From an optimization exercise on the open Yosys and OpenROAD flow, aimed at small area; shortcuts taken in it are not production practice.
Function was checked by simulation only, so behaviour that the tests miss may differ from the original.
The flow treats the clock pin as an ideal source, which a real chip does not have.
No activity file was given, so power comes from the tool's default toggle rates.

==> flow/design.v <==
module fifo_sync
  #(
    parameter DATA_WIDTH = 16,
    parameter FIFO_DEPTH = 16)
  (
    input clkIn,
    input rstIn,
    input wrEnIn,
    input rdEnIn,
    input [DATA_WIDTH-1:0] wrDataIn,
    output reg [DATA_WIDTH-1:0] rdDataOut,
    output isEmptyOut,
    output isFullOut);
  reg [DATA_WIDTH-1:0] fifoBuffer [FIFO_DEPTH-1:0];
  reg [4:0] lastIdx;
  assign isEmptyOut = lastIdx[4];
  assign isFullOut  = ~lastIdx[4] & (&lastIdx[3:0]);
  wire wrAccept = wrEnIn & ~isFullOut;
  wire rdAccept = rdEnIn & ~isEmptyOut;
  integer i;
  always @(posedge clkIn) begin
    if (wrAccept) begin
      fifoBuffer[0] <= wrDataIn;
      for (i = 1; i < FIFO_DEPTH; i = i + 1)
        fifoBuffer[i] <= fifoBuffer[i-1];
    end
  end
  reg [DATA_WIDTH-1:0] rdNext;
  integer k;
  always @(*) begin
    rdNext = rdDataOut & {DATA_WIDTH{~rdAccept}};
    for (k = 0; k < FIFO_DEPTH; k = k + 1)
      rdNext = rdNext | (fifoBuffer[k] & {DATA_WIDTH{rdAccept & (lastIdx[3:0] == k)}});
  end
  always @(posedge clkIn)
    rdDataOut <= rdNext;
  always @(posedge clkIn) begin
    if (rstIn)
      lastIdx <= 5'b11111;
    else if (wrAccept & ~rdAccept)
      lastIdx <= lastIdx + 5'd1;
    else if (rdAccept & ~wrAccept)
      lastIdx <= lastIdx - 5'd1;
  end
endmodule
==> flow/flow/run.sh <==
#!/bin/bash
# Own layout flow: the standard flow (standard.sh) with these changes.
#  1. Synthesis runs ORFS's synthesis script unchanged, with the ABC area
#     script replaced by flow/abc_area.script.
#  2. The combinational logic is then replaced by a hand-placed netlist:
#     flow/gen_hand.py writes the read multiplexer, decoder and flags as
#     library cells (the counter stays behavioural and yosys/ABC maps it).
#     Its registers carry the names and cell types of the standard
#     synthesis; if they differ from the netlist of step 1, step 1's
#     netlist is kept.
#  3. Ports are buffered with buf_1 instead of the default buffer cell.
#  4. CTS uses clkbuf_8 with larger sink clusters and no dummy loads.
# Each tool's output goes to a log file of its own in this folder.
set -euo pipefail
HERE=$(pwd)
YOSYS=${YOSYS_EXE:-yosys}
LIB=$FLOW_HOME/platforms/sky130hd/lib/sky130_fd_sc_hd__tt_025C_1v80.lib
RES=$HERE/orfs/results/sky130hd/fifo_sync/base

# 1. synthesis with our ABC script
mkdir -p "$HERE/scripts_alt"
for f in "$FLOW_HOME"/scripts/*; do
  ln -sf "$f" "$HERE/scripts_alt/$(basename "$f")"
done
rm -f "$HERE/scripts_alt/abc_area.script"
cp "$HERE/flow/abc_area.script" "$HERE/scripts_alt/abc_area.script"
SCRIPTS_DIR="$HERE/scripts_alt" bash standard.sh synth > "$HERE/synth.log" 2>&1

# 2. hand-placed combinational logic
python3 "$HERE/flow/gen_hand.py" "$HERE/hand.v" > "$HERE/gen_hand.log" 2>&1
DU=$(grep -o 'sky130_fd_sc_hd__[a-z0-9_]*' "$FLOW_HOME/platforms/sky130hd/config.mk" | sort -u | sed 's/^/-dont_use /' | tr '\n' ' ')
cat > "$HERE/hand_map.ys" <<EOY
read_liberty -lib $LIB
read_verilog $HERE/hand.v
hierarchy -top fifo_sync
proc
flatten
opt
wreduce
alumacc
opt
techmap
opt
abc -script $HERE/flow/abc_area.script -liberty $LIB $DU
opt_clean -purge
hilomap -singleton -hicell sky130_fd_sc_hd__conb_1 HI -locell sky130_fd_sc_hd__conb_1 LO
splitnets
opt_clean -purge
check -assert -mapped
stat -liberty $LIB
write_verilog -noattr -nohex -nodec $HERE/hand_mapped.v
EOY
"$YOSYS" -s "$HERE/hand_map.ys" > "$HERE/hand_map.log" 2>&1 || true
regs() { grep -E '^ *sky130_fd_sc_hd__[a-z0-9_]*df[a-z0-9_]* ' "$1" | awk '{print $1, $2}' | sort; }
cp "$RES/1_2_yosys.v" "$HERE/std_1_2_yosys.v"
if [[ -s "$HERE/hand_mapped.v" ]] && [[ "$(regs "$HERE/std_1_2_yosys.v")" == "$(regs "$HERE/hand_mapped.v")" ]]; then
  echo "using the hand-placed netlist" > "$HERE/netlist_choice.log"
  cp "$HERE/hand_mapped.v" "$RES/1_2_yosys.v"
  touch "$RES/1_2_yosys.v"
else
  echo "registers differ: keeping the synthesized netlist" > "$HERE/netlist_choice.log"
fi

# 3., 4. the rest of the standard flow
export BUFFER_PORTS_ARGS="-buffer_cell sky130_fd_sc_hd__buf_1"
export CTS_ARGS="-sink_clustering_enable -repair_clock_nets -dont_use_dummy_load -buf_list sky130_fd_sc_hd__clkbuf_8 -sink_clustering_size 20 -sink_clustering_max_diameter 60"
bash standard.sh finish > "$HERE/layout.log" 2>&1
==> flow/flow/abc_area.script <==
strash
dc2
dc2
dc2
dch -f
amap
==> flow/flow/gen_hand.py <==
#!/usr/bin/env python3
"""Write a gate-level fifo_sync for sky130hd whose read multiplexer, decoder
and flags are placed by hand; the occupancy counter stays behavioural and is
mapped by yosys/ABC (see run.sh). The registers carry the names and cell
types that the standard synthesis of rtl/fifo_sync.v gives them.

usage: gen_hand.py OUT.v
"""
import sys

W, D = 16, 16
P = "sky130_fd_sc_hd__"
out = []
cells = 0


def cell(typ, pins):
    global cells
    cells += 1
    conns = ", ".join(".%s(%s)" % (p, n) for p, n in pins)
    out.append("  %s%s g%d (%s);" % (P, typ, cells, conns))


def R(k, b):
    return "\\fifoBuffer[%d][%d] " % (k, b)


out.append("module fifo_sync(clkIn, rstIn, wrEnIn, rdEnIn, wrDataIn, rdDataOut, isEmptyOut, isFullOut);")
out.append("  input clkIn; input rstIn; input wrEnIn; input rdEnIn;")
out.append("  input [15:0] wrDataIn;")
out.append("  output [15:0] rdDataOut; output isEmptyOut; output isFullOut;")
out.append("  wire [4:0] c;")
out.append("  wire [4:0] cNext;")
out.append("  wire fullN, wrAcc, rdAcc, hold;")
out.append("  wire c0n, c1n, c2n, c3n;")
out.append("  wire [3:0] plN, phN;")
out.append("  wire [15:0] sel;")
out.append("  wire [15:0] rdNext;")
for k in range(D):
    for b in range(W):
        out.append("  wire %s;" % R(k, b))

# registers, named as the standard synthesis names them
for k in range(D):
    for b in range(W):
        d = "wrDataIn[%d]" % b if k == 0 else R(k - 1, b)
        out.append("  %sedfxtp_1 \\fifoBuffer[%d][%d]$_DFFE_PP_  (.CLK(clkIn), .D(%s), .DE(wrAcc), .Q(%s));"
                   % (P, k, b, d, R(k, b)))
for b in range(W):
    out.append("  %sdfxtp_1 \\rdDataOut[%d]$_DFF_P_  (.CLK(clkIn), .D(rdNext[%d]), .Q(rdDataOut[%d]));"
               % (P, b, b, b))
for i in range(5):
    out.append("  %sdfxtp_1 \\lastIdx[%d]$_SDFFE_PP1P_  (.CLK(clkIn), .D(cNext[%d]), .Q(c[%d]));"
               % (P, i, i, i))

# flags: empty = c[4]; full = ~c[4] & (&c[3:0])
out.append("  assign isEmptyOut = c[4];")
cell("nand4_1", [("A", "c[0]"), ("B", "c[1]"), ("C", "c[2]"), ("D", "c[3]"), ("Y", "fullN")])
cell("nor2_1", [("A", "fullN"), ("B", "c[4]"), ("Y", "isFullOut")])
# wrAcc = wrEnIn & ~isFull ; rdAcc = rdEnIn & ~c[4] ; hold = ~rdAcc
cell("nor2b_1", [("A", "isFullOut"), ("B_N", "wrEnIn"), ("Y", "wrAcc")])
cell("nand2b_1", [("A_N", "c[4]"), ("B", "rdEnIn"), ("Y", "hold")])
cell("inv_1", [("A", "hold"), ("Y", "rdAcc")])

# read address decoder: sel[k] = rdAcc & (c[3:0] == k)
for i in range(4):
    cell("inv_1", [("A", "c[%d]" % i), ("Y", "c%dn" % i)])
for j in range(4):
    a = "c[0]" if j & 1 else "c0n"
    bb = "c[1]" if j & 2 else "c1n"
    cell("nand3_1", [("A", "rdAcc"), ("B", bb), ("C", a), ("Y", "plN[%d]" % j)])
for j in range(4):
    a = "c[2]" if j & 1 else "c2n"
    bb = "c[3]" if j & 2 else "c3n"
    cell("nand2_1", [("A", bb), ("B", a), ("Y", "phN[%d]" % j)])
for k in range(16):
    cell("nor2_1", [("A", "plN[%d]" % (k & 3)), ("B", "phN[%d]" % (k >> 2)), ("Y", "sel[%d]" % k)])

# read multiplexer with hold: rdNext = |(sel[k] & word k) | (hold & rdDataOut)
for b in range(W):
    ys = []
    for g in range(5):
        y = "m%d_%d" % (b, g)
        out.append("  wire %s;" % y)
        ks = [3 * g, 3 * g + 1, 3 * g + 2]
        cell("a222oi_1", [("A1", "sel[%d]" % ks[0]), ("A2", R(ks[0], b)),
                          ("B1", "sel[%d]" % ks[1]), ("B2", R(ks[1], b)),
                          ("C1", "sel[%d]" % ks[2]), ("C2", R(ks[2], b)), ("Y", y)])
        ys.append(y)
    y5 = "m%d_5" % b
    x = "m%d_x" % b
    out.append("  wire %s, %s;" % (y5, x))
    cell("a22oi_1", [("A1", "sel[15]"), ("A2", R(15, b)), ("B1", "hold"), ("B2", "rdDataOut[%d]" % b), ("Y", y5)])
    cell("nand4_1", [("A", ys[0]), ("B", ys[1]), ("C", ys[2]), ("D", ys[3]), ("Y", x)])
    cell("nand3b_1", [("A_N", x), ("B", ys[4]), ("C", y5), ("Y", "rdNext[%d]" % b)])

# occupancy counter (behavioural, mapped by ABC)
out.append("  assign cNext = rstIn ? 5'b11111 :")
out.append("                 (wrAcc & ~rdAcc) ? c + 5'd1 :")
out.append("                 (rdAcc & ~wrAcc) ? c - 5'd1 : c;")
out.append("endmodule")

open(sys.argv[1], "w").write("\n".join(out) + "\n")
==> flow/standard.sh <==
#!/bin/bash
# synth_recipe.tcl (not shown) runs the flow's synth.tcl, then flattens the netlist and writes it again
# the make line also repeats each setting of config.mk as NAME=value (left out here)
make -C /OpenROAD-flow-scripts/flow DESIGN_CONFIG=/design/flow/config.mk WORK_HOME=/design/flow/orfs CLKGATE_MAP_FILE= SYNTH_SCRIPT=/design/flow/synth_recipe.tcl "${@:-finish}"
==> flow/config.mk <==
export PLATFORM = sky130hd
export DESIGN_NAME = fifo_sync
export DESIGN_NICKNAME = fifo_sync
export VERILOG_FILES = /design/flow/design.v
export SDC_FILE = /design/flow/constraint.sdc
export NUM_CORES = 4
export LEC_CHECK = 0
export ABC_AREA = 1
export CAP_MARGIN = 20
export CORE_MARGIN = 2
export CORE_UTILIZATION = 65
export PLACE_DENSITY = 0.75
export SLEW_MARGIN = 20
==> flow/constraint.sdc <==
create_clock -name core_clock -period 6.0 [get_ports {clkIn}]
set_input_delay 1.2000 -clock core_clock [delete_from_list [all_inputs] [get_ports {clkIn}]]
set_output_delay 1.2000 -clock core_clock [all_outputs]
set_load 0.01 [all_outputs]
==> results of run 1 <==
## per-stage QoR
step	std cells	power, mW	hold slack, ns
floorplan	466	2.68	0.426
finish	719	3.55	0.377
global route	719	3.69	0.368
CTS	719	3.58	0.376
detailed placement	701	2.82	0.433
global placement	700	2.79	0.428
## state kept, by name, summed over array words and instances (netlist names)
| signal | cells |
|---|---|
| lastIdx | 5 |
| rdDataOut | 16 |
| fifoBuffer | 256 |
## layout make-up
| class | count | share of cell area |
|---|---|---|
| inverters | 14 | 0.00523 |
| repair buffers | 51 | 0.0249 |
| well taps | 184 | 0.0224 |
| flip-flops and latches | 277 | 0.788 |
| clock buffers | 18 | 0.0241 |
| multi-input cells | 175 | 0.135 |
## how the worst max path moves through the flow
stage | to | slack [ns] | cells past startpoint
after CTS | rdDataOut[9]$_DFF_P_ | 2.70 | 9
after floorplan | lastIdx[4]$_SDFFE_PP1P_ | -0.26 | 9
after detailed placement | rdDataOut[9]$_DFF_P_ | 2.15 | 9
after global placement | rdDataOut[9]$_DFF_P_ | 2.16 | 8
after global routing | rdDataOut[9]$_DFF_P_ | 2.55 | 9
final | rdDataOut[9]$_DFF_P_ | 2.62 | 9
## report_power, final
group / total (mW) / switching [mW] / internal (mW) / leakage [nW]
clock network: 0.774 / 0.502 / 0.272 / 0.129
registers: 2.51 / 0.126 / 2.38 / 2.67
logic: 0.266 / 0.179 / 0.0866 / 0.570
total: 3.55 / 0.808 / 2.74 / 3.37
## worst max-delay path, delay by kind of cell
kind | cells | cell delay, ns
AO/OA/AOI/OAI | 1 | 0.50
AND/OR/NAND/NOR | 5 | 1.51
buffers and inverters | 3 | 0.55
## layer usage
layer,vias to the layer above,GRT usage,part of all wire
met5,-,0,0
met4,0,0.0431,0.012
met3,21,0.0454,0.10
met2,321,0.319,0.44
met1,2556,0.365,0.44
li1,2221,-,-
==> results.txt, run 1 <==
* Syn_area_per_cell at 20.4 sq um
* Crit end category: flop
* Layout Skew at 0.0676 ns
* Total placed instance area at 0.0100 sq mm
* Critical Path RT at 6.38 ns
* Core ar. at 0.0144 sq mm
* Drc violations at 0
* Worst Tran Pin Value at 1.11 ns
* Reg clk slew, reported paths at 0.11 ns
* Final Setup Violations at 0
* Final period utilization at 0.564
* Unrepaired setup endpoints after global routing: no
* R2R setup slack at 2.90 ns
* Initial antenna violation count at 0
* Fin nets at 557
* Outcome: complete, no violations
* IO Count at 38
* Max-Cap Viols at 0
* DR WL/cell at 24.3 um
* Dpl ws at 2.15 ns
* All-Layer GR Usage at 0.222
* Critical-path top delay cell: nand2b_1
* Worst setup margin at 2.62 ns
* Most common cell after layout, fill and taps aside: edfxtp_1
* Mapped Cells at 466
* Area grow syn2layout at 7.95%
* First-pass GRT wire length at 27.3 mm
* Worst Hold Path EP: fifoBuffer[3][15]$_DFFE_PP_
* Worst r2r dst: rdDataOut[9]$_DFF_P_
* Leakage at 3.37 nW
* TritonRoute pass-1 iters at 10
* CTS Root Cell: clkbuf_8
* Routed WL at 17.5 mm
* Fillers at 888
* Final ANT Viol Nets at 0
* DR vias/cell at 7.12
* FF+latch area at 0.00811 sq mm
* Num CTS Buffers at 18
* Worst skew pair latency at 0.52 ns
* Rel. slew slack at 0.258
* Largest net degree at the start of global routing at 202
* Hold Vio Cnt, Final at 0
* Share of layout cells above drive strength 1 at 0.0729
* Initial DRC count at 1,211
* Antenna Cells at 0
* CTS H-tree lvls at 1
* Hold path startpoint: fifoBuffer[2][15]$_DFFE_PP_
* Sinks on the clock net at 277
* Die area at 0.0156 sq mm
* Fin. max-slew vios at 0
* Syn_nets at 486
* Die Ht at 125 um
* Post-cts gate resize count at 0
* Crit path from: rdEnIn
* Port bufs at 37
* Worst Hold Path Cells at 0
* Commonest non-fill, non-tap cells in the layout: edfxtp_1 (256), a222oi_1 (80), buf_1 (37), dfxtp_1 (21), clkbuf_8 (18)
* Synth warn at 2
* CP max stage delay at 0.57 ns
* Crit Path Class: in -> reg
* Worst r2r src: lastIdx[4]$_SDFFE_PP1P_
* Crit path DAT at 3.77 ns
* CTS tree: done
* Row count at 44
* Crit-path max FO at 17
* Path depth of the worst reg2reg path at 8
* Power density cells at 345 mW/mm^2
* Worst Hold Class: reg -> reg
* Initial core utilization at 0.661
* Routability Congestion at 0.810
* Fin area at 0.0103 sq mm
* Clk buf depth at 3
* Cells along the critical path: buf_1 > nand2b_1 > inv_1 > nand3_1 > nor2_1 > buf_4 > a222oi_1 > nand4_1 > nand3b_1
* # Post-CTS Setup Buffers at 0
* Crit path time final at 3.38 ns
* Die X at 125 um
* Vias at 5,119
* Fin util at 0.713
* Fin Setup TNS at 0 ns
* Synth Cell Area at 0.00953 sq mm
* Post-DP HPWL at 11.0 mm
* Multi-input logic area at 0.00139 sq mm
* Fmax at 0.296 GHz
* Startpoint types: primary input
* Worst VDD drop at 0.234 mV
* Hold Buf Count CTS at 0
* Number of global-route vias before repair at 4,751
* Total gr overflow at 0
==> run 2: changes to the inputs <==
--- a/flow/flow/run.sh
+++ b/flow/flow/run.sh
@@ -10,5 +10,6 @@
 #     netlist is kept.
 #  3. Ports are buffered with buf_1 instead of the default buffer cell.
-#  4. CTS uses clkbuf_8 with larger sink clusters and no dummy loads.
+#  4. CTS uses clkbuf_4 with no dummy loads; flow/upsize_clk.tcl then turns
+#     any clkbuf_4 whose flip-flops see a high clock slew into a clkbuf_8.
 # Each tool's output goes to a log file of its own in this folder.
 set -euo pipefail
@@ -64,4 +65,5 @@
 # 3., 4. the rest of the standard flow
 export BUFFER_PORTS_ARGS="-buffer_cell sky130_fd_sc_hd__buf_1"
-export CTS_ARGS="-sink_clustering_enable -repair_clock_nets -dont_use_dummy_load -buf_list sky130_fd_sc_hd__clkbuf_8 -sink_clustering_size 20 -sink_clustering_max_diameter 60"
+export CTS_ARGS="-sink_clustering_enable -repair_clock_nets -dont_use_dummy_load -buf_list sky130_fd_sc_hd__clkbuf_4 -sink_clustering_size 9 -sink_clustering_max_diameter 45"
+export POST_CTS_TCL="$HERE/flow/upsize_clk.tcl"
 bash standard.sh finish > "$HERE/layout.log" 2>&1
--- a/flow/flow/gen_hand.py
+++ b/flow/flow/gen_hand.py
@@ -32,5 +32,6 @@
 out.append("  wire [4:0] c;")
 out.append("  wire [4:0] cNext;")
-out.append("  wire fullN, wrAcc, rdAcc, hold;")
+out.append("  wire fullN, wrAcc, wrAccB, rdAcc, hold;")
+out.append("  wire [15:0] de;")
 out.append("  wire c0n, c1n, c2n, c3n;")
 out.append("  wire [3:0] plN, phN;")
@@ -45,6 +46,6 @@
     for b in range(W):
         d = "wrDataIn[%d]" % b if k == 0 else R(k - 1, b)
-        out.append("  %sedfxtp_1 \\fifoBuffer[%d][%d]$_DFFE_PP_  (.CLK(clkIn), .D(%s), .DE(wrAcc), .Q(%s));"
-                   % (P, k, b, d, R(k, b)))
+        out.append("  %sedfxtp_1 \\fifoBuffer[%d][%d]$_DFFE_PP_  (.CLK(clkIn), .D(%s), .DE(de[%d]), .Q(%s));"
+                   % (P, k, b, d, b, R(k, b)))
 for b in range(W):
     out.append("  %sdfxtp_1 \\rdDataOut[%d]$_DFF_P_  (.CLK(clkIn), .D(rdNext[%d]), .Q(rdDataOut[%d]));"
@@ -62,4 +63,10 @@
 cell("nand2b_1", [("A_N", "c[4]"), ("B", "rdEnIn"), ("Y", "hold")])
 cell("inv_1", [("A", "hold"), ("Y", "rdAcc")])
+
+# write enable tree: one buf_1 per bit column (the 16 words' flip-flops of
+# that bit, which also share the column's shift chain and multiplexer)
+cell("buf_2", [("A", "wrAcc"), ("X", "wrAccB")])
+for b in range(W):
+    cell("buf_1", [("A", "wrAccB"), ("X", "de[%d]" % b)])
 
 # read address decoder: sel[k] = rdAcc & (c[3:0] == k)
==> flow/flow/upsize_clk.tcl (new file) <==
estimate_parasitics -placement
set limit 0.105
set changed 0
foreach inst [get_cells *] {
  if { [get_property $inst ref_name] ne "sky130_fd_sc_hd__clkbuf_4" } { continue }
  set worst 0
  foreach opin [get_pins -of_objects $inst -filter "direction==output"] {
    foreach p [get_pins -of_objects [get_nets -of_objects $opin] -filter "direction==input"] {
      set s [get_property $p slew_max]
      if { $s > $worst } { set worst $s }
    }
  }
  if { $worst > $limit } {
    replace_cell $inst sky130_fd_sc_hd__clkbuf_8
    incr changed
  }
}
puts "upsize_clk: $changed clock buffers upsized to clkbuf_8 (limit $limit ns)"
if { $changed } {
  detailed_placement
  estimate_parasitics -placement
}
--- a/flow/config.mk
+++ b/flow/config.mk
@@ -10,4 +10,5 @@
 export CORE_MARGIN = 2
 export CORE_UTILIZATION = 65
+export GPL_TIMING_DRIVEN = 0
 export PLACE_DENSITY = 0.75
 export SLEW_MARGIN = 20
==> results.txt, run 2 <==
* Post-DP HPWL at 12.6 mm (was 11.0 mm)
* Largest net degree at the start of global routing at 18 (was 202)
* Cells along the critical path: buf_1 > nand2b_2 > inv_1 > clkinv_1 > or3_1 > or2_0 > nor2_1 > o21ai_0 > clkinv_1 > o221ai_1 > a21oi_1 > o21ai_0 (was buf_1 > nand2b_1 > inv_1 > nand3_1 > nor2_1 > buf_4 > a222oi_1 > nand4_1 > nand3b_1)
* Initial core utilization at 0.663 (was 0.661)
* Tot Pwr at 3.67 mW (was 3.55 mW)
* Worst Tran Pin Value at 0.870 ns (was 1.11 ns)
* Worst VDD drop at 0.192 mV (was 0.234 mV)
* DR WL/cell at 27.2 um (was 24.3 um)
* Largest delay share family, worst path: simple AND/OR/NAND/NOR gates (unchanged)
* Commonest non-fill, non-tap cells in the layout: edfxtp_1 (256), a222oi_1 (80), buf_1 (53), clkbuf_4 (31), dfxtp_1 (21) (was edfxtp_1 (256), a222oi_1 (80), buf_1 (37), dfxtp_1 (21), clkbuf_8 (18))
* Crit Path Class: in -> reg (unchanged)
* All-Layer GR Usage at 0.264 (was 0.222)
* Most common cell after layout, fill and taps aside: edfxtp_1 (unchanged)
* Fillers at 879 (was 888)
* Total gr overflow at 0 (unchanged)
* CP max stage delay at 0.40 ns (was 0.57 ns)
* Row count at 44 (unchanged)
* Fin util at 0.727 (was 0.713)
* Share of layout cells above drive strength 1 at 0.122 (was 0.0729)
* Crit path DAT at 3.54 ns (was 3.77 ns)
* Outcome: complete, no violations (unchanged)
* Worst setup margin at 2.91 ns (was 2.62 ns)
* Max-Cap Viols at 0 (unchanged)
* Worst skew pair latency at 0.57 ns (was 0.52 ns)
* Power density cells at 349 mW/mm^2 (was 345 mW/mm^2)
* Critical-path top delay cell: or3_1 (was nand2b_1)
* IO Count at 38 (unchanged)
* Crit-path max FO at 17 (unchanged)
* Unrepaired setup endpoints after global routing: no (unchanged)
* Final period utilization at 0.514 (was 0.564)
* Die X at 125 um (about the same)
* CTS tree: done (unchanged)
* Reg clk slew, reported paths at 0.10 ns (was 0.11 ns)
* Antenna Cells at 0 (unchanged)
* Leakage at 3.46 nW (was 3.37 nW)
* Routed WL at 20.6 mm (was 17.5 mm)
* Sinks on the clock net at 277 (unchanged)
* Fmax at 0.324 GHz (was 0.296 GHz)
* Worst path bufs/invs at 4 (was 3)
* Fin Setup TNS at 0 ns (unchanged)
* Drc violations at 0 (unchanged)
* First-pass GRT wire length at 31.2 mm (was 27.3 mm)
* Fin nets at 594 (was 557)
* Number of global-route vias before repair at 5,520 (was 4,751)
* Critical Path RT at 6.46 ns (was 6.38 ns)
* Startpoint types: primary input (unchanged)
* Multi-input logic area at 0.00141 sq mm (was 0.00139 sq mm)
* Mapped Cells at 483 (was 466)
* Biggest regs: fifoBuffer x256, rdDataOut x16, lastIdx x5 (unchanged)
* Reg with most FFs: fifoBuffer (unchanged)
* TritonRoute pass-1 iters at 7 (was 10)
* Die Ht at 125 um (about the same)
* Syn_nets at 503 (was 486)
* Fin. max-slew vios at 0 (unchanged)
* DR vias/cell at 7.24 (was 7.12)
* Initial DRC count at 1,056 (was 1,211)
* Dpl ws at 2.03 ns (was 2.15 ns)
* Layout Skew at 0.0624 ns (was 0.0676 ns)
* Vias at 5,475 (was 5,119)
* Area grow syn2layout at 9.70% (was 7.95%)
* Syn_area_per_cell at 19.9 sq um (was 20.4 sq um)
* Rel. slew slack at 0.420 (was 0.258)
* Final Setup Violations at 0 (unchanged)
* Crit path time final at 3.09 ns (was 3.38 ns)
* Worst Hold Class: reg -> reg (unchanged)
* Hold Vio Cnt, Final at 0 (unchanged)
* Core ar. at 0.0145 sq mm (was 0.0144 sq mm)
* Initial antenna violation count at 0 (unchanged)
* FF+latch area at 0.00811 sq mm (unchanged)
* Max reg flops at 256 (unchanged)
* Final ANT Viol Nets at 0 (unchanged)
* Synth warn at 2 (unchanged)
* Synth Cell Area at 0.00959 sq mm (was 0.00953 sq mm)
* Routability Congestion at 0.795 (was 0.810)
* Port bufs at 37 (unchanged)
* Die area at 0.0157 sq mm (was 0.0156 sq mm)
* Crit end category: flop (unchanged)
[run 2: power by group]
part | leakage, nW | switching (mW) | internal (mW) | total (mW)
clock network | 0.179 | 0.568 | 0.316 | 0.885
registers | 2.67 | 0.129 | 2.38 | 2.51
logic | 0.611 | 0.185 | 0.0888 | 0.274
[run 2: worst paths after layout]
check / startpoint / endpoint / slack (ns) / cells past startpoint
setup / recovery: rdEnIn / lastIdx[4]$_SDFFE_PP1P_ / 2.91 / 12
hold / removal: fifoBuffer[6][7]$_DFFE_PP_ / fifoBuffer[7][7]$_DFFE_PP_ / 0.41 / 0
setup reg to reg: lastIdx[4]$_SDFFE_PP1P_ / lastIdx[4]$_SDFFE_PP1P_ / 3.15 / 11
hold reg to reg: fifoBuffer[6][7]$_DFFE_PP_ / fifoBuffer[7][7]$_DFFE_PP_ / 0.41 / 0
[run 2: per-stage QoR]
stage                     cells  hold WS (ns)  area [sq um]
after floorplan             483         0.426          9590
after global placement      704         0.432          9960
after detailed placement    720         0.432         10200
after global routing        756         0.422         10500
final                       756         0.409         10500
[run 2: cell type report]
cell class / instances / share of cell area
Buffer: 17 / 0.00618
Clock buffer: 36 / 0.0287
Inverter: 14 / 0.00499
Multi-Input combinational cell: 175 / 0.134
Sequential cell: 277 / 0.770
Tap cell: 184 / 0.0219
Timing Repair Buffer: 53 / 0.0339
[run 2: per-layer routing]
metal	vias to the layer above	routed length (um)	track usage	share of wire
li1	2308	-	-	-
met1	2725	7740	0.383	0.38
met2	391	9510	0.382	0.46
met3	51	2740	0.0727	0.13
met4	0	586	0.124	0.028
met5	-	0	0	0
==> run 3: changes to the inputs <==
--- a/flow/flow/run.sh
+++ b/flow/flow/run.sh
@@ -10,6 +10,6 @@
 #     netlist is kept.
 #  3. Ports are buffered with buf_1 instead of the default buffer cell.
-#  4. CTS uses clkbuf_4 with no dummy loads; flow/upsize_clk.tcl then turns
-#     any clkbuf_4 whose flip-flops see a high clock slew into a clkbuf_8.
+#  4. CTS uses clkbuf_8 with no dummy loads; flow/upsize_clk.tcl then turns
+#     any clkbuf_8 whose flip-flops see a high clock slew into a clkbuf_16.
 # Each tool's output goes to a log file of its own in this folder.
 set -euo pipefail
@@ -65,5 +65,5 @@
 # 3., 4. the rest of the standard flow
 export BUFFER_PORTS_ARGS="-buffer_cell sky130_fd_sc_hd__buf_1"
-export CTS_ARGS="-sink_clustering_enable -repair_clock_nets -dont_use_dummy_load -buf_list sky130_fd_sc_hd__clkbuf_4 -sink_clustering_size 9 -sink_clustering_max_diameter 45"
+export CTS_ARGS="-sink_clustering_enable -repair_clock_nets -dont_use_dummy_load -buf_list sky130_fd_sc_hd__clkbuf_8 -sink_clustering_size 20 -sink_clustering_max_diameter 60"
 export POST_CTS_TCL="$HERE/flow/upsize_clk.tcl"
 bash standard.sh finish > "$HERE/layout.log" 2>&1
--- a/flow/flow/gen_hand.py
+++ b/flow/flow/gen_hand.py
@@ -82,5 +82,5 @@
     cell("nand2_1", [("A", bb), ("B", a), ("Y", "phN[%d]" % j)])
 for k in range(16):
-    cell("nor2_1", [("A", "plN[%d]" % (k & 3)), ("B", "phN[%d]" % (k >> 2)), ("Y", "sel[%d]" % k)])
+    cell("nor2_2", [("A", "plN[%d]" % (k & 3)), ("B", "phN[%d]" % (k >> 2)), ("Y", "sel[%d]" % k)])
 
 # read multiplexer with hold: rdNext = |(sel[k] & word k) | (hold & rdDataOut)
@@ -99,6 +99,6 @@
     out.append("  wire %s, %s;" % (y5, x))
     cell("a22oi_1", [("A1", "sel[15]"), ("A2", R(15, b)), ("B1", "hold"), ("B2", "rdDataOut[%d]" % b), ("Y", y5)])
-    cell("nand4_1", [("A", ys[0]), ("B", ys[1]), ("C", ys[2]), ("D", ys[3]), ("Y", x)])
-    cell("nand3b_1", [("A_N", x), ("B", ys[4]), ("C", y5), ("Y", "rdNext[%d]" % b)])
+    cell("and3_1", [("A", ys[0]), ("B", ys[1]), ("C", ys[2]), ("X", x)])
+    cell("nand4_1", [("A", x), ("B", ys[3]), ("C", ys[4]), ("D", y5), ("Y", "rdNext[%d]" % b)])
 
 # occupancy counter (behavioural, mapped by ABC)
==> flow/flow/upsize_clk.tcl (replaced) <==
estimate_parasitics -placement
set limit 0.108
set changed 0
foreach inst [get_cells *] {
  if { [get_property $inst ref_name] ne "sky130_fd_sc_hd__clkbuf_8" } { continue }
  set worst 0
  foreach opin [get_pins -of_objects $inst -filter "direction==output"] {
    foreach p [get_pins -of_objects [get_nets -of_objects $opin] -filter "direction==input"] {
      set s [get_property $p slew_max]
      if { $s > $worst } { set worst $s }
    }
  }
  if { $worst > $limit } {
    replace_cell $inst sky130_fd_sc_hd__clkbuf_16
    incr changed
  }
}
puts "upsize_clk: $changed clock buffers upsized to clkbuf_16 (limit $limit ns)"
if { $changed } {
  detailed_placement
  estimate_parasitics -placement
}
==> results.txt, run 3 <==
* Outcome: complete, no violations (unchanged)
* Fin util at 0.716 (was 0.727)
* Cell Int Power at 2.92 mW (was 2.79 mW)
* P_sw at 0.854 mW (was 0.882 mW)
* Synth warn at 2 (unchanged)
* Commonest non-fill, non-tap cells in the layout: edfxtp_1 (256), a222oi_1 (80), buf_1 (53), dfxtp_1 (21), nand4_1 (17) (was edfxtp_1 (256), a222oi_1 (80), buf_1 (53), clkbuf_4 (31), dfxtp_1 (21))
* Syn_area_per_cell at 19.9 sq um (about the same)
* DR vias/cell at 7.20 (was 7.24)
* Vias at 5,197 (was 5,475)
* Fin. max-slew vios at 0 (unchanged)
* Total gr overflow at 0 (unchanged)
* Crit end category: flop (unchanged)
* First-pass GRT wire length at 30.1 mm (was 31.2 mm)
* Initial antenna violation count at 0 (unchanged)
* Port bufs at 37 (unchanged)
* Worst VDD drop at 0.226 mV (was 0.192 mV)
* Crit-path max FO at 17 (unchanged)
* Routability Congestion at 0.803 (was 0.795)
* Post-DP HPWL at 10.9 mm (was 12.6 mm)
* Mapped Cells at 483 (unchanged)
* Worst Tran Pin Value at 1.18 ns (was 0.870 ns)
* Biggest regs: fifoBuffer x256, rdDataOut x16, lastIdx x5 (unchanged)
* Sw frac at 0.226 (was 0.241)
* Syn_nets at 503 (unchanged)
* Core ar. at 0.0145 sq mm (unchanged)
* Startpoint types: primary input (unchanged)
* Sequential share of power at 0.666 (was 0.684)
* DR WL/cell at 27.0 um (was 27.2 um)
* Worst Hold Class: reg -> reg (unchanged)
* Unrepaired setup endpoints after global routing: no (unchanged)
* Drc violations at 0 (unchanged)
* IO Count at 38 (unchanged)
* Row count at 44 (unchanged)
* Share of layout cells above drive strength 1 at 0.0651 (was 0.122)
* Final ANT Viol Nets at 0 (unchanged)
* Fin Setup TNS at 0 ns (unchanged)
* Fin area at 0.0104 sq mm (was 0.0105 sq mm)
* Combinational power share at 0.071 (was 0.075)
* Total placed instance area at 0.00998 sq mm (was 0.0102 sq mm)
* Power density cells at 364 mW/mm^2 (was 349 mW/mm^2)
* Fmax at 0.278 GHz (was 0.324 GHz)
* Worst skew pair latency at 0.53 ns (was 0.57 ns)
* Crit Path Class: in -> reg (unchanged)
* Leakage at 3.30 nW (was 3.46 nW)
* Initial core utilization at 0.664 (was 0.663)
* Number of global-route vias before repair at 5,232 (was 5,520)
* All-Layer GR Usage at 0.250 (was 0.264)
* Critical Path RT at 6.43 ns (was 6.46 ns)
* Min Hold Slack at 0.415 ns (was 0.409 ns)
* Largest net degree at the start of global routing at 21 (was 18)
* Max reg flops at 256 (unchanged)
* Die Ht at 126 um (was 125 um)
* Die area at 0.0158 sq mm (was 0.0157 sq mm)
* Area grow syn2layout at 7.82% (was 9.70%)
* Crit path DAT at 4.02 ns (was 3.54 ns)
* Reg with most FFs: fifoBuffer (unchanged)
* Routed WL at 19.5 mm (was 20.6 mm)
* Fin nets at 560 (was 594)
* Most common cell after layout, fill and taps aside: edfxtp_1 (unchanged)
* TritonRoute pass-1 iters at 7 (unchanged)
* Synth Cell Area at 0.00961 sq mm (was 0.00959 sq mm)
* Final Setup Violations at 0 (unchanged)
* Initial DRC count at 945 (was 1,056)
* Layout Skew at 0.0595 ns (was 0.0624 ns)
* Sinks on the clock net at 277 (unchanged)
* Hold Vio Cnt, Final at 0 (unchanged)
* Max-Cap Viols at 0 (unchanged)
* Die X at 126 um (was 125 um)
* Reg clk slew, reported paths at 0.08 ns (was 0.10 ns)
* Rel. slew slack at 0.212 (was 0.420)
* Crit path time final at 3.60 ns (was 3.09 ns)
* Final period utilization at 0.600 (was 0.514)
* Antenna Cells at 0 (unchanged)
* Clock network power share at 0.263 (was 0.241)
* CTS tree: done (unchanged)
-- run 3: final cells by class --
cell class              instances  area, sq um
flip-flops and latches        277         8110
fillers                       854         4110
multi-input cells             175         1390
clock buffers                  18          383
well taps                     184          230
repair buffers                 37          139
plain buffers                  17         65.1
inverters                      14         52.6
-- run 3: routing by layer --
layer	track usage	part of all wire	vias to the layer above	wire length (um)
li1	-	-	2231	-
met5	0	0	-	0
met2	0.407	0.49	301	9490
met1	0.358	0.38	2630	7470
met4	0.0706	0.023	0	457
met3	0.0472	0.11	35	2060
-- run 3: power by group through the flow --
stage	Combinational, mW	Sequential (mW)	Clock (mW)
after global routing	0.294	2.54	1.08
final	0.269	2.51	0.992
after floorplan	0.150	2.53	0
after detailed placement	0.269	2.55	0
after global placement	0.254	2.53	0
-- run 3: worst paths after layout --
kind / depth (start not counted) / startpoint / slack [ns] / to
worst max-delay path: 8 / rdEnIn / 2.40 / rdDataOut[1]$_DFF_P_
worst max register to register: 7 / lastIdx[4]$_SDFFE_PP1P_ / 2.74 / rdDataOut[1]$_DFF_P_
worst min-delay path: 0 / fifoBuffer[8][14]$_DFFE_PP_ / 0.41 / fifoBuffer[9][14]$_DFFE_PP_
worst min register to register: 0 / fifoBuffer[8][14]$_DFFE_PP_ / 0.41 / fifoBuffer[9][14]$_DFFE_PP_
-- run 3: critical path, stage by stage --
cell,delay [ns]
buf_1,0.07
nand2b_1,0.58
inv_1,0.36
nand3_1,0.25
nor2_2,0.97
a222oi_1,0.27
and3_1,0.25
nand4_1,0.06
-- run 3: per-stage QoR --
stage | worst slack, ns | std cells | power (mW)
global route | 2.28 | 722 | 3.91
detailed placement | 2.02 | 704 | 2.82
floorplan | 2.98 | 483 | 2.68
global placement | 2.09 | 704 | 2.78
finish | 2.40 | 722 | 3.77
==> run 4: changes to the inputs <==
--- a/flow/flow/run.sh
+++ b/flow/flow/run.sh
@@ -65,5 +65,5 @@
 # 3., 4. the rest of the standard flow
 export BUFFER_PORTS_ARGS="-buffer_cell sky130_fd_sc_hd__buf_1"
-export CTS_ARGS="-sink_clustering_enable -repair_clock_nets -dont_use_dummy_load -buf_list sky130_fd_sc_hd__clkbuf_8 -sink_clustering_size 20 -sink_clustering_max_diameter 60"
+export CTS_ARGS="-sink_clustering_enable -repair_clock_nets -dont_use_dummy_load -buf_list sky130_fd_sc_hd__clkbuf_8 -sink_clustering_size 18 -sink_clustering_max_diameter 60"
 export POST_CTS_TCL="$HERE/flow/upsize_clk.tcl"
 bash standard.sh finish > "$HERE/layout.log" 2>&1
==> results.txt, run 4 <==
* Row count at 44 (unchanged)
* Synth Cell Area at 0.00961 sq mm (unchanged)
* Initial DRC count at 997 (was 945)
* Worst Hold Path Cells at 0 (unchanged)
* Reg clk slew, reported paths at 0.11 ns (was 0.08 ns)
* Routed WL at 19.6 mm (was 19.5 mm)
* Final Setup Violations at 0 (unchanged)
* Initial antenna violation count at 0 (unchanged)
* Synth warn at 2 (unchanged)
* DR vias/cell at 7.15 (was 7.20)
* Hold Vio Cnt, Final at 0 (unchanged)
* Syn_area_per_cell at 19.9 sq um (unchanged)
* Unrepaired setup endpoints after global routing: no (unchanged)
* Rel. slew slack at 0.215 (was 0.212)
* Die Ht at 126 um (unchanged)
* Outcome: complete, no violations (unchanged)
* DR WL/cell at 27.1 um (was 27.0 um)
* Routability Congestion at 0.803 (unchanged)
* Crit Path Class: in -> reg (unchanged)
* Max reg flops at 256 (unchanged)
* Post-DP HPWL at 10.9 mm (unchanged)
* Syn_nets at 503 (unchanged)
* IO Count at 38 (unchanged)
* Path depth of the worst reg2reg path at 7 (unchanged)
* Area grow syn2layout at 6.79% (was 7.82%)
* Initial core utilization at 0.664 (unchanged)
* Die X at 126 um (unchanged)
* Critical Path RT at 6.42 ns (was 6.43 ns)
* Mapped Cells at 483 (unchanged)
* Sinks on the clock net at 277 (unchanged)
* Fin. max-slew vios at 0 (unchanged)
* Power density cells at 353 mW/mm^2 (was 364 mW/mm^2)
* Fin nets at 561 (was 560)
* Worst VDD drop at 0.215 mV (was 0.226 mV)
* Reg with most FFs: fifoBuffer (unchanged)
* Crit path DAT at 4.10 ns (was 4.02 ns)
* Share of layout cells above drive strength 1 at 0.0668 (was 0.0651)
* Startpoint types: primary input (unchanged)
* Layout Skew at 0.0378 ns (was 0.0595 ns)
* Antenna Cells at 0 (unchanged)
* Commonest non-fill, non-tap cells in the layout: edfxtp_1 (256), a222oi_1 (80), buf_1 (53), dfxtp_1 (21) (was edfxtp_1 (256), a222oi_1 (80), buf_1 (53), dfxtp_1 (21), nand4_1 (17))
* Biggest regs: fifoBuffer x256, rdDataOut x16, lastIdx x5 (unchanged)
* CTS tree: done (unchanged)
* Fin Setup TNS at 0 ns (unchanged)
* Worst Hold Class: reg -> reg (unchanged)
* Core ar. at 0.0145 sq mm (unchanged)
* Worst skew pair latency at 0.50 ns (was 0.53 ns)
* Crit-path max FO at 17 (unchanged)
* Final period utilization at 0.612 (was 0.600)
* Die area at 0.0158 sq mm (unchanged)
* Total gr overflow at 0 (unchanged)
* All-Layer GR Usage at 0.253 (was 0.250)
* Worst Tran Pin Value at 1.18 ns (about the same)
* Fin area at 0.0103 sq mm (was 0.0104 sq mm)
* First-pass GRT wire length at 30.4 mm (was 30.1 mm)
* Port bufs at 37 (unchanged)
* TritonRoute pass-1 iters at 9 (was 7)
* Final ANT Viol Nets at 0 (unchanged)
* Most common cell after layout, fill and taps aside: edfxtp_1 (unchanged)
* Crit path time final at 3.67 ns (was 3.60 ns)
* Total placed instance area at 0.00998 sq mm (unchanged)
* Fmax at 0.272 GHz (was 0.278 GHz)
* Leakage at 3.25 nW (was 3.30 nW)
* Vias at 5,169 (was 5,197)
* Max-Cap Viols at 0 (unchanged)
* Drc violations at 0 (unchanged)
* Number of global-route vias before repair at 5,263 (was 5,232)
* Largest net degree at the start of global routing at 19 (was 21)
* Crit end category: flop (unchanged)
-- run 4: worst max-delay path, cell delays in order --
cell and delay [ns]:
buf_1 0.07, nand2b_1 0.60, inv_1 0.38, nand3_1 0.26
nor2_2 0.97, a222oi_1 0.29, and3_1 0.25, nand4_1 0.07
-- run 4: final timing paths --
| path | from | end | slack [ns] |
|---|---|---|---|
| max | rdEnIn | rdDataOut[15]$_DFF_P_ | 2.33 |
| min | fifoBuffer[9][2]$_DFFE_PP_ | fifoBuffer[10][2]$_DFFE_PP_ | 0.43 |
| max reg2reg | lastIdx[4]$_SDFFE_PP1P_ | rdDataOut[15]$_DFF_P_ | 2.64 |
| min reg2reg | fifoBuffer[9][2]$_DFFE_PP_ | fifoBuffer[10][2]$_DFFE_PP_ | 0.43 |
-- run 4: through the flow --
| stage | util | cells | hold WS (ns) | worst slack (ns) | power, mW |
|---|---|---|---|---|---|
| final | 0.709 | 723 | 0.428 | 2.33 | 3.63 |
| after global routing | 0.709 | 723 | 0.440 | 2.23 | 3.76 |
| after detailed placement | 0.689 | 704 | 0.433 | 2.02 | 2.82 |
| after global placement | 0.689 | 704 | 0.430 | 2.09 | 2.78 |
| after floorplan | - | 483 | 0.426 | 2.98 | 2.68 |
-- run 4: where the power goes --
group          internal, mW  switching [mW]  total [mW]
sequential             2.38           0.129        2.51
clock                 0.318           0.533       0.851
combinational        0.0885           0.178       0.267
-- run 4: metal layers --
| layer | vias up | part of all wire | routed length (um) | track usage |
|---|---|---|---|---|
| met5 | - | 0 | 0 | 0 |
| met4 | 0 | 0.028 | 555 | 0.0895 |
| met3 | 41 | 0.099 | 1950 | 0.0510 |
| met2 | 308 | 0.49 | 9540 | 0.411 |
| met1 | 2590 | 0.39 | 7560 | 0.351 |
| li1 | 2230 | - | - | - |
-- run 4: layout make-up --
cell class	instances	area, sq um
sequential	277	8110
fill	863	4210
multi-input combinational	175	1390
clock buffer	19	284
tap	184	230
timing repair buffer	37	139
buffer	17	65.1
inverter	14	52.6
==> run 5: changes to the inputs <==
--- a/flow/config.mk
+++ b/flow/config.mk
@@ -9,6 +9,6 @@
 export CAP_MARGIN = 20
 export CORE_MARGIN = 2
-export CORE_UTILIZATION = 65
+export CORE_UTILIZATION = 70
 export GPL_TIMING_DRIVEN = 0
-export PLACE_DENSITY = 0.75
+export PLACE_DENSITY = 0.85
 export SLEW_MARGIN = 20
==> results.txt, run 5 <==
* Outcome: complete, no violations (unchanged)
* Layout Skew at 0.0554 ns (was 0.0378 ns)
* Fin area at 0.0103 sq mm (about the same)
* Crit-path max FO at 17 (unchanged)
* Vias at 5,348 (was 5,169)
* Core ar. at 0.0133 sq mm (was 0.0145 sq mm)
* Sinks on the clock net at 277 (unchanged)
* Crit path DAT at 3.96 ns (was 4.10 ns)
* DR vias/cell at 7.48 (was 7.15)
* P_sw at 0.847 mW (was 0.840 mW)
* DR WL/cell at 28.4 um (was 27.1 um)
* Mapped Cells at 483 (unchanged)
* Port bufs at 37 (unchanged)
* Met3 Use GR at 0.0484 (was 0.0510)
* Total gr overflow at 0 (unchanged)
* Post-DP HPWL at 11.6 mm (was 10.9 mm)
* Power density cells at 354 mW/mm^2 (was 353 mW/mm^2)
* Fin util at 0.768 (was 0.709)
* Syn_area_per_cell at 19.9 sq um (unchanged)
* Clock network power share at 0.232 (was 0.235)
* Reg with most FFs: fifoBuffer (unchanged)
* Tot Pwr at 3.63 mW (about the same)
* Antenna Cells at 0 (unchanged)
* Combinational power share at 0.075 (was 0.074)
* Max-Cap Viols at 0 (unchanged)
* Fin nets at 561 (unchanged)
* Most common cell after layout, fill and taps aside: edfxtp_1 (unchanged)
* Fin Setup TNS at 0 ns (unchanged)
* Max reg flops at 256 (unchanged)
* Crit Path Class: in -> reg (unchanged)
* Critical-path top delay cell: nor2_2 (unchanged)
* Worst Tran Pin Value at 1.17 ns (was 1.18 ns)
* Largest delay share family, worst path: simple AND/OR/NAND/NOR gates (unchanged)
* Cell Int Power at 2.79 mW (about the same)
* Die Ht at 121 um (was 126 um)
* Fin. max-slew vios at 0 (unchanged)
* Routed WL at 20.3 mm (was 19.6 mm)
* Crit path time final at 3.49 ns (was 3.67 ns)
* Layout Cells excl Fill at 715 (was 723)
* Worst r2r dst: rdDataOut[2]$_DFF_P_ (was rdDataOut[15]$_DFF_P_)
* Final Setup Violations at 0 (unchanged)
* Synth Cell Area at 0.00961 sq mm (unchanged)
* Final ANT Viol Nets at 0 (unchanged)
* Synth warn at 2 (unchanged)
* Reg clk slew, reported paths at 0.10 ns (was 0.11 ns)
* Met2 usage at 0.456 (was 0.411)
* TritonRoute pass-1 iters at 9 (unchanged)
* Worst setup margin at 2.51 ns (was 2.33 ns)
* Commonest non-fill, non-tap cells in the layout: edfxtp_1 (256), a222oi_1 (80), buf_1 (53), dfxtp_1 (21) (unchanged)
* Drc violations at 0 (unchanged)
* First-pass GRT wire length at 30.0 mm (was 30.4 mm)
* Area grow syn2layout at 6.69% (was 6.79%)
* Cells along the critical path: buf_1 > nand2b_1 > inv_1 > nand3_1 > nor2_2 > a222oi_1 > and3_1 > nand4_1 (unchanged)
* IO Count at 38 (unchanged)
* R2R setup slack at 2.82 ns (was 2.64 ns)
* Final period utilization at 0.581 (was 0.612)
* DP Cell Count at 696 (was 704)
* Syn_nets at 503 (unchanged)
* Worst VDD drop at 0.219 mV (was 0.215 mV)
* CTS tree: done (unchanged)
* Worst Hold Class: reg -> reg (unchanged)
* Fmax at 0.287 GHz (was 0.272 GHz)
* Initial DRC count at 1,060 (was 997)
* Worst skew pair latency at 0.53 ns (was 0.50 ns)
* CP max stage delay at 0.85 ns (was 0.97 ns)
* Hold Vio Cnt, Final at 0 (unchanged)
* Share of layout cells above drive strength 1 at 0.0668 (unchanged)
* Number of cells on the critical path at 8 (unchanged)
* Unrepaired setup endpoints after global routing: no (unchanged)
* Die area at 0.0147 sq mm (was 0.0158 sq mm)
* Initial antenna violation count at 0 (unchanged)
* Routability Congestion at 0.808 (was 0.803)
* Die X at 121 um (was 126 um)
* Row count at 42 (was 44)
* Biggest regs: fifoBuffer x256, rdDataOut x16, lastIdx x5 (unchanged)
* Path depth of the worst reg2reg path at 7 (unchanged)
* Global route hottest layer: met2 (unchanged)
* Worst r2r src: lastIdx[4]$_SDFFE_PP1P_ (unchanged)
* Leakage at 3.25 nW (unchanged)
* Total placed instance area at 0.00997 sq mm (was 0.00998 sq mm)
* Initial core utilization at 0.720 (was 0.664)
* Rel. slew slack at 0.217 (was 0.215)
* Hold path startpoint: fifoBuffer[6][7]$_DFFE_PP_ (was fifoBuffer[9][2]$_DFFE_PP_)
* Min Hold Slack at 0.413 ns (was 0.428 ns)
* All-Layer GR Usage at 0.278 (was 0.253)
* Critical Path RT at 6.47 ns (was 6.42 ns)
* Global routing usage on met1 at 0.392 (was 0.351)
* Sequential share of power at 0.693 (was 0.692)
* Sw frac at 0.233 (was 0.232)
* Worst path bufs/invs at 2 (unchanged)
* Crit end category: flop (unchanged)
* Dpl ws at 2.04 ns (was 2.02 ns)
* Worst setup path end: rdDataOut[2]$_DFF_P_ (was rdDataOut[15]$_DFF_P_)
* Crit path from: rdEnIn (unchanged)
* Number of global-route vias before repair at 5,255 (was 5,263)
* Largest net degree at the start of global routing at 19 (unchanged)
* Startpoint types: primary input (unchanged)
-- run 5: final cells by class --
cell class                      count  area [sq um]
Fill cell                         735          3090
Clock buffer                       19           284
Sequential cell                   277          8110
Tap cell                          176           220
Timing Repair Buffer               37           139
Inverter                           14          52.6
Multi-Input combinational cell    175          1390
Buffer                             17          65.1
-- run 5: layer usage --
metal,part of all wire,wire (um),vias up
li1,-,-,2229
met1,0.35,7170,2686
met2,0.50,10100,379
met3,0.12,2430,54
met4,0.030,613,0
met5,0,0,-
-- run 5: worst min path at each step --
| stage | slack [ns] | depth (start not counted) | endpoint |
|---|---|---|---|
| 6_report | 0.41 | 0 | fifoBuffer[7][7]$_DFFE_PP_ |
| 3_3_place_gp | 0.43 | 0 | fifoBuffer[13][8]$_DFFE_PP_ |
| 2_1_floorplan | 0.43 | 0 | fifoBuffer[10][0]$_DFFE_PP_ |
| 3_5_place_dp | 0.43 | 0 | fifoBuffer[7][6]$_DFFE_PP_ |
| 5_1_grt | 0.42 | 0 | fifoBuffer[7][4]$_DFFE_PP_ |
-- run 5: worst reg2reg max path: cells and delay by family (launching register included) --
kind / cells / cell delay (ns)
compound gates: 1 / 0.31
buf+inv: 1 / 0.38
flops: 1 / 0.36
simple gates: 5 / 2.10
-- run 5: power by group through the flow --
stage | Clock [mW] | Sequential [mW] | Combinational, mW
5_1_grt | 0.925 | 2.54 | 0.297
6_report | 0.843 | 2.52 | 0.271
2_1_floorplan | 0 | 2.53 | 0.150
3_3_place_gp | 0 | 2.53 | 0.253
3_5_place_dp | 0 | 2.55 | 0.272
==> run 6: changes to the inputs <==
--- a/flow/flow/gen_hand.py
+++ b/flow/flow/gen_hand.py
@@ -64,9 +64,9 @@
 cell("inv_1", [("A", "hold"), ("Y", "rdAcc")])
 
-# write enable tree: one buf_1 per bit column (the 16 words' flip-flops of
+# write enable tree: one buf_2 per bit column (the 16 words' flip-flops of
 # that bit, which also share the column's shift chain and multiplexer)
-cell("buf_2", [("A", "wrAcc"), ("X", "wrAccB")])
+cell("buf_4", [("A", "wrAcc"), ("X", "wrAccB")])
 for b in range(W):
-    cell("buf_1", [("A", "wrAccB"), ("X", "de[%d]" % b)])
+    cell("buf_2", [("A", "wrAccB"), ("X", "de[%d]" % b)])
 
 # read address decoder: sel[k] = rdAcc & (c[3:0] == k)
--- a/flow/config.mk
+++ b/flow/config.mk
@@ -9,6 +9,6 @@
 export CAP_MARGIN = 20
 export CORE_MARGIN = 2
-export CORE_UTILIZATION = 70
+export CORE_UTILIZATION = 65
 export GPL_TIMING_DRIVEN = 0
-export PLACE_DENSITY = 0.85
+export PLACE_DENSITY = 0.75
 export SLEW_MARGIN = 20
==> results.txt, run 6 <==
* Worst VDD drop at 0.220 mV (was 0.219 mV)
* Die Ht at 126 um (was 121 um)
* Antenna Cells at 0 (unchanged)
* DR vias/cell at 7.24 (was 7.48)
* Row count at 44 (was 42)
* Max-Cap Viols at 0 (unchanged)
* Rel. slew slack at 0.236 (was 0.217)
* Fin Setup TNS at 0 ns (unchanged)
* Initial DRC count at 913 (was 1,060)
* Area grow syn2layout at 6.78% (was 6.69%)
* Crit Path Class: in -> reg (unchanged)
* Largest net degree at the start of global routing at 19 (unchanged)
* All-Layer GR Usage at 0.238 (was 0.278)
* Crit path DAT at 3.97 ns (was 3.96 ns)
* Crit path time final at 3.56 ns (was 3.49 ns)
* Cells along the critical path: buf_1 > nand2b_1 > inv_1 > nand3_1 > nor2_2 > a222oi_1 > and3_1 > nand4_1 (unchanged)
* Final period utilization at 0.594 (was 0.581)
* Hold Vio Cnt, Final at 0 (unchanged)
* Power density cells at 352 mW/mm^2 (was 354 mW/mm^2)
* CTS tree: done (unchanged)
* Most common cell after layout, fill and taps aside: edfxtp_1 (unchanged)
* Worst Tran Pin Value at 1.15 ns (was 1.17 ns)
* Share of layout cells above drive strength 1 at 0.0965 (was 0.0668)
* Routability Congestion at 0.752 (was 0.808)
* Die area at 0.0158 sq mm (was 0.0147 sq mm)
* Crit-path max FO at 17 (unchanged)
* Worst skew pair latency at 0.49 ns (was 0.53 ns)
* Port bufs at 37 (unchanged)
* Routed WL at 19.2 mm (was 20.3 mm)
* Drc violations at 0 (unchanged)
* Crit end category: flop (unchanged)
* Tot Pwr at 3.62 mW (was 3.63 mW)
* Initial core utilization at 0.663 (was 0.720)
* DR WL/cell at 26.5 um (was 28.4 um)
* Biggest regs: fifoBuffer x256, rdDataOut x16, lastIdx x5 (unchanged)
* Fmax at 0.281 GHz (was 0.287 GHz)
* Die X at 126 um (was 121 um)
* Total gr overflow at 0 (unchanged)
* Fin. max-slew vios at 0 (unchanged)
* Worst Hold Class: reg -> reg (unchanged)
* CP max stage delay at 0.88 ns (was 0.85 ns)
* Sinks on the clock net at 277 (unchanged)
* Number of global-route vias before repair at 5,146 (was 5,255)
* Syn_area_per_cell at 19.9 sq um (about the same)
* TritonRoute pass-1 iters at 6 (was 9)
* First-pass GRT wire length at 28.8 mm (was 30.0 mm)
* Synth warn at 2 (unchanged)
* IO Count at 38 (unchanged)
* Fin util at 0.708 (was 0.768)
* Max reg flops at 256 (unchanged)
* Layout Skew at 0.0375 ns (was 0.0554 ns)
* Unrepaired setup endpoints after global routing: no (unchanged)
* Syn_nets at 503 (unchanged)
* Leakage at 3.30 nW (was 3.25 nW)
* Final ANT Viol Nets at 0 (unchanged)
* Core ar. at 0.0145 sq mm (was 0.0133 sq mm)
* Reg clk slew, reported paths at 0.10 ns (about the same)
* Vias at 5,235 (was 5,348)
* Fin nets at 561 (unchanged)
* Reg with most FFs: fifoBuffer (unchanged)
* Post-DP HPWL at 10.8 mm (was 11.6 mm)
* Critical-path top delay cell: nor2_2 (unchanged)
* Mapped Cells at 483 (unchanged)
* Startpoint types: primary input (unchanged)
* Outcome: complete, no violations (unchanged)
* Final Setup Violations at 0 (unchanged)
* Synth Cell Area at 0.00964 sq mm (was 0.00961 sq mm)
* Commonest non-fill, non-tap cells in the layout: edfxtp_1 (256), a222oi_1 (80), buf_1 (37), dfxtp_1 (21) (was edfxtp_1 (256), a222oi_1 (80), buf_1 (53), dfxtp_1 (21))
* Initial antenna violation count at 0 (unchanged)
* Critical Path RT at 6.41 ns (was 6.47 ns)
run 6: metrics by stage:
stage / instances / setup slack (ns) / hold WS, ns / area, sq um
after floorplan: 483 / 2.98 / 0.426 / 9640
after global placement: 704 / 2.11 / 0.429 / 10000
after detailed placement: 704 / 2.03 / 0.433 / 10000
after global routing: 723 / 2.37 / 0.439 / 10300
final: 723 / 2.44 / 0.440 / 10300
run 6: path summary, 6_finish.rpt:
kind,startpoint,end,slack [ns],cells past startpoint
worst min register to register,fifoBuffer[4][14]$_DFFE_PP_,fifoBuffer[5][14]$_DFFE_PP_,0.44,0
worst max register to register,lastIdx[4]$_SDFFE_PP1P_,rdDataOut[14]$_DFF_P_,2.79,7
worst min-delay path,fifoBuffer[4][14]$_DFFE_PP_,fifoBuffer[5][14]$_DFFE_PP_,0.44,0
worst max-delay path,rdEnIn,rdDataOut[14]$_DFF_P_,2.44,8
run 6: where the power goes:
group / internal, mW / switching [mW]
logic: 0.0917 / 0.178
registers: 2.38 / 0.126
clock network: 0.318 / 0.530
run 6: layout make-up:
class,count,area (sq um)
Timing Repair Buffer,37,139
Inverter,14,52.6
Multi-Input combinational cell,175,1390
Tap cell,184,230
Fill cell,917,4250
Buffer,17,87.6
Clock buffer,19,284
Sequential cell,277,8110
run 6: critical path: cells and delay by family:
family	cells	cell delay [ns]
compound gates	1	0.27
simple gates	5	2.05
buf+inv	2	0.45
run 6: layer usage:
layer	global-route usage	wire [um]	vias to the layer above	part of all wire
met5	0	0	-	0
met4	0.0756	543	0	0.028
met3	0.0412	1950	53	0.10
met2	0.390	9360	308	0.49
met1	0.336	7340	2646	0.38
li1	-	-	2228	-
==> run 7: changes to the inputs <==
--- a/flow/flow/gen_hand.py
+++ b/flow/flow/gen_hand.py
@@ -64,9 +64,9 @@
 cell("inv_1", [("A", "hold"), ("Y", "rdAcc")])
 
-# write enable tree: one buf_2 per bit column (the 16 words' flip-flops of
+# write enable tree: one buf_1 per bit column (the 16 words' flip-flops of
 # that bit, which also share the column's shift chain and multiplexer)
-cell("buf_4", [("A", "wrAcc"), ("X", "wrAccB")])
+cell("buf_2", [("A", "wrAcc"), ("X", "wrAccB")])
 for b in range(W):
-    cell("buf_2", [("A", "wrAccB"), ("X", "de[%d]" % b)])
+    cell("buf_1", [("A", "wrAccB"), ("X", "de[%d]" % b)])
 
 # read address decoder: sel[k] = rdAcc & (c[3:0] == k)
@@ -102,8 +102,11 @@
     cell("nand4_1", [("A", x), ("B", ys[3]), ("C", ys[4]), ("D", y5), ("Y", "rdNext[%d]" % b)])
 
-# occupancy counter (behavioural, mapped by ABC)
-out.append("  assign cNext = rstIn ? 5'b11111 :")
-out.append("                 (wrAcc & ~rdAcc) ? c + 5'd1 :")
-out.append("                 (rdAcc & ~wrAcc) ? c - 5'd1 : c;")
+# occupancy counter (behavioural, mapped by ABC): bit i toggles on a lone
+# write when the bits below are all ones, on a lone read when all zeros
+out.append("  wire inc = wrAcc & hold;")
+out.append("  wire dec = rdAcc & ~wrAcc;")
+out.append("  wire [4:0] up = {inc & c[0] & c[1] & c[2] & c[3], inc & c[0] & c[1] & c[2], inc & c[0] & c[1], inc & c[0], inc};")
+out.append("  wire [4:0] dn = {dec & c0n & c1n & c2n & c3n, dec & c0n & c1n & c2n, dec & c0n & c1n, dec & c0n, dec};")
+out.append("  assign cNext = {5{rstIn}} | (c ^ (up | dn));")
 out.append("endmodule")
 
==> results.txt, run 7 <==
* Max reg flops at 256 (unchanged)
* Largest net degree at the start of global routing at 20 (was 19)
* Worst path bufs/invs at 2 (unchanged)
* Final ANT Viol Nets at 0 (unchanged)
* Most common cell after layout, fill and taps aside: edfxtp_1 (unchanged)
* Share of layout cells above drive strength 1 at 0.0675 (was 0.0965)
* Worst skew pair latency at 0.54 ns (was 0.49 ns)
* Mapped Cells at 477 (was 483)
* Sw frac at 0.233 (was 0.230)
* Met2 usage at 0.397 (was 0.390)
* Largest delay share family, worst path: simple AND/OR/NAND/NOR gates (unchanged)
* TritonRoute pass-1 iters at 9 (was 6)
* Outcome: complete, no violations (unchanged)
* Crit-path max FO at 19 (was 17)
* Syn_nets at 497 (was 503)
* Core ar. at 0.0145 sq mm (about the same)
* Max-Cap Viols at 0 (unchanged)
* Startpoint types: primary input (unchanged)
* Crit Path Class: in -> reg (unchanged)
* Synth Cell Area at 0.00959 sq mm (was 0.00964 sq mm)
* Drc violations at 0 (unchanged)
* Crit path DAT at 4.05 ns (was 3.97 ns)
* Antenna Cells at 0 (unchanged)
* Biggest regs: fifoBuffer x256, rdDataOut x16, lastIdx x5 (unchanged)
* Layout Skew at 0.0801 ns (was 0.0375 ns)
* Initial DRC count at 832 (was 913)
* Power density cells at 360 mW/mm^2 (was 352 mW/mm^2)
* Critical-path top delay cell: nor2_2 (unchanged)
* Routed WL at 19.5 mm (was 19.2 mm)
* Cell Int Power at 2.83 mW (was 2.79 mW)
* Cells along the critical path: buf_1 > nand2b_1 > inv_1 > nand3_1 > nor2_2 > a222oi_1 > and3_1 > nand4_1 (unchanged)
* Fin util at 0.708 (about the same)
* Rel. slew slack at 0.245 (was 0.236)
* Port bufs at 37 (unchanged)
* Global route hottest layer: met2 (unchanged)
* Combinational power share at 0.077 (was 0.075)
* Vias at 5,135 (was 5,235)
* Crit path time final at 3.64 ns (was 3.56 ns)
* Met3 Use GR at 0.0359 (was 0.0412)
* Fin nets at 555 (was 561)
* Final period utilization at 0.606 (was 0.594)
* Worst VDD drop at 0.224 mV (was 0.220 mV)
* Total gr overflow at 0 (unchanged)
* Worst Hold Class: reg -> reg (unchanged)
* Sequential share of power at 0.690 (was 0.692)
* Crit end category: flop (unchanged)
* Sinks on the clock net at 277 (unchanged)
* P_sw at 0.862 mW (was 0.834 mW)
* CP max stage delay at 0.91 ns (was 0.88 ns)
* IO Count at 38 (unchanged)
* Initial core utilization at 0.662 (was 0.663)
* Post-DP HPWL at 10.8 mm (about the same)
* Global routing usage on met1 at 0.351 (was 0.336)
* CTS tree: done (unchanged)
* Synth warn at 2 (unchanged)
* Unrepaired setup endpoints after global routing: no (unchanged)
* Leakage at 3.25 nW (was 3.30 nW)
* Area grow syn2layout at 6.93% (was 6.78%)
* Routability Congestion at 0.786 (was 0.752)
* Syn_area_per_cell at 20.1 sq um (was 19.9 sq um)
* Die Ht at 125 um (was 126 um)
* Reg clk slew, reported paths at 0.11 ns (was 0.10 ns)
* Clock network power share at 0.233 (was 0.234)
* Final Setup Violations at 0 (unchanged)
* DR WL/cell at 27.2 um (was 26.5 um)
* Die area at 0.0157 sq mm (was 0.0158 sq mm)
* Row count at 44 (unchanged)
* Hold Vio Cnt, Final at 0 (unchanged)
* Commonest non-fill, non-tap cells in the layout: edfxtp_1 (256), a222oi_1 (80), buf_1 (53), dfxtp_1 (21), and3_1 (18) (was edfxtp_1 (256), a222oi_1 (80), buf_1 (37), dfxtp_1 (21))
* All-Layer GR Usage at 0.244 (was 0.238)
* Worst Tran Pin Value at 1.13 ns (was 1.15 ns)
* Reg with most FFs: fifoBuffer (unchanged)
* Initial antenna violation count at 0 (unchanged)
* Die X at 125 um (was 126 um)
* Fin Setup TNS at 0 ns (unchanged)
* DR vias/cell at 7.16 (was 7.24)
* Critical Path RT at 6.42 ns (was 6.41 ns)
* Fmax at 0.275 GHz (was 0.281 GHz)
* Number of global-route vias before repair at 5,155 (was 5,146)
* First-pass GRT wire length at 29.3 mm (was 28.8 mm)
* Fin. max-slew vios at 0 (unchanged)
## run 7: power by group through the flow
stage,Clock (mW),Sequential [mW],Combinational (mW)
floorplan,0,2.56,0.159
global route,0.944,2.57,0.314
finish,0.861,2.55,0.285
detailed placement,0,2.59,0.287
global placement,0,2.57,0.270
## run 7: per-stage QoR
| step | total power, mW | std cells | setup WS (ns) | instance area (sq um) | hold slack [ns] |
|---|---|---|---|---|---|
| after floorplan | 2.72 | 477 | 3.28 | 9590 | 0.426 |
| after global placement | 2.84 | 698 | 2.06 | 9960 | 0.428 |
| after detailed placement | 2.87 | 698 | 1.94 | 9960 | 0.435 |
| after global routing | 3.83 | 717 | 2.32 | 10300 | 0.423 |
| final | 3.69 | 717 | 2.36 | 10300 | 0.406 |
## run 7: worst paths after layout
check                              from                          to  slack (ns)  depth (start not counted)
max reg2reg     lastIdx[4]$_SDFFE_PP1P_       rdDataOut[15]$_DFF_P_        2.64                          7
min          fifoBuffer[7][6]$_DFFE_PP_  fifoBuffer[8][6]$_DFFE_PP_        0.41                          0
min reg2reg  fifoBuffer[7][6]$_DFFE_PP_  fifoBuffer[8][6]$_DFFE_PP_        0.41                          0
max                              rdEnIn       rdDataOut[15]$_DFF_P_        2.36                          8
## run 7: final cells by class
cell class | count | area (sq um)
multi-input combinational | 175 | 1390
sequential | 277 | 8110
tap | 184 | 230
timing repair buffer | 37 | 139
buffer | 17 | 65.1
fill | 921 | 4220
inverter | 8 | 30.0
clock buffer | 19 | 295
## run 7: metal layers
metal  vias to the layer above  wire, um  share of wire
li1                       2213         -              -
met1                      2604      7380           0.38
met2                       285      9810           0.50
met3                        33      1840          0.095
met4                         0       433          0.022
met5                         -         0              0

separate check: timing with driven ports:
The flow's constraints put no driver on any port. The routed layouts listed below were extracted and timed again, unchanged, in two steps.
Step 1: set_driving_cell puts a clkbuf_16 on clkIn and a buf_2 on each other input, an assumption about the parent block.
Step 2, shift: input delay + t, output delay - t, t = (earliest + latest rising clock arrival at the registers) / 2. This alone moves slack from input paths to output paths.
a / b / c = ideal / step 1 / step 2; a / b = the first two.
| run | t, ns | slack for setup (ns) | worst data-port slew with drivers (ns) | pins driven straight from the clock port |
|---|---|---|---|---|
| run 1 | 0.529 | 2.617 / 2.637 / 2.108 | 0.03 | 1 |
| run 2 | 0.573 | 2.914 / 2.925 / 2.352 | 0.04 | 1 |
| run 3 | 0.543 | 2.401 / 2.418 / 1.874 | 0.03 | 1 |
| run 4 | 0.522 | 2.325 / 2.340 / 1.818 | 0.03 | 1 |
| run 5 | 0.537 | 2.512 / 2.526 / 1.989 | 0.04 | 1 |
| run 6 | 0.510 | 2.435 / 2.448 / 1.938 | 0.04 | 1 |
| run 7 | 0.539 | 2.364 / 2.381 / 1.842 | 0.03 | 1 |
After both steps setup and hold are still met in every run listed. The setup slack of run 2, which loses most, moves by +0.011 ns with the drivers and by -0.562 ns with both steps.
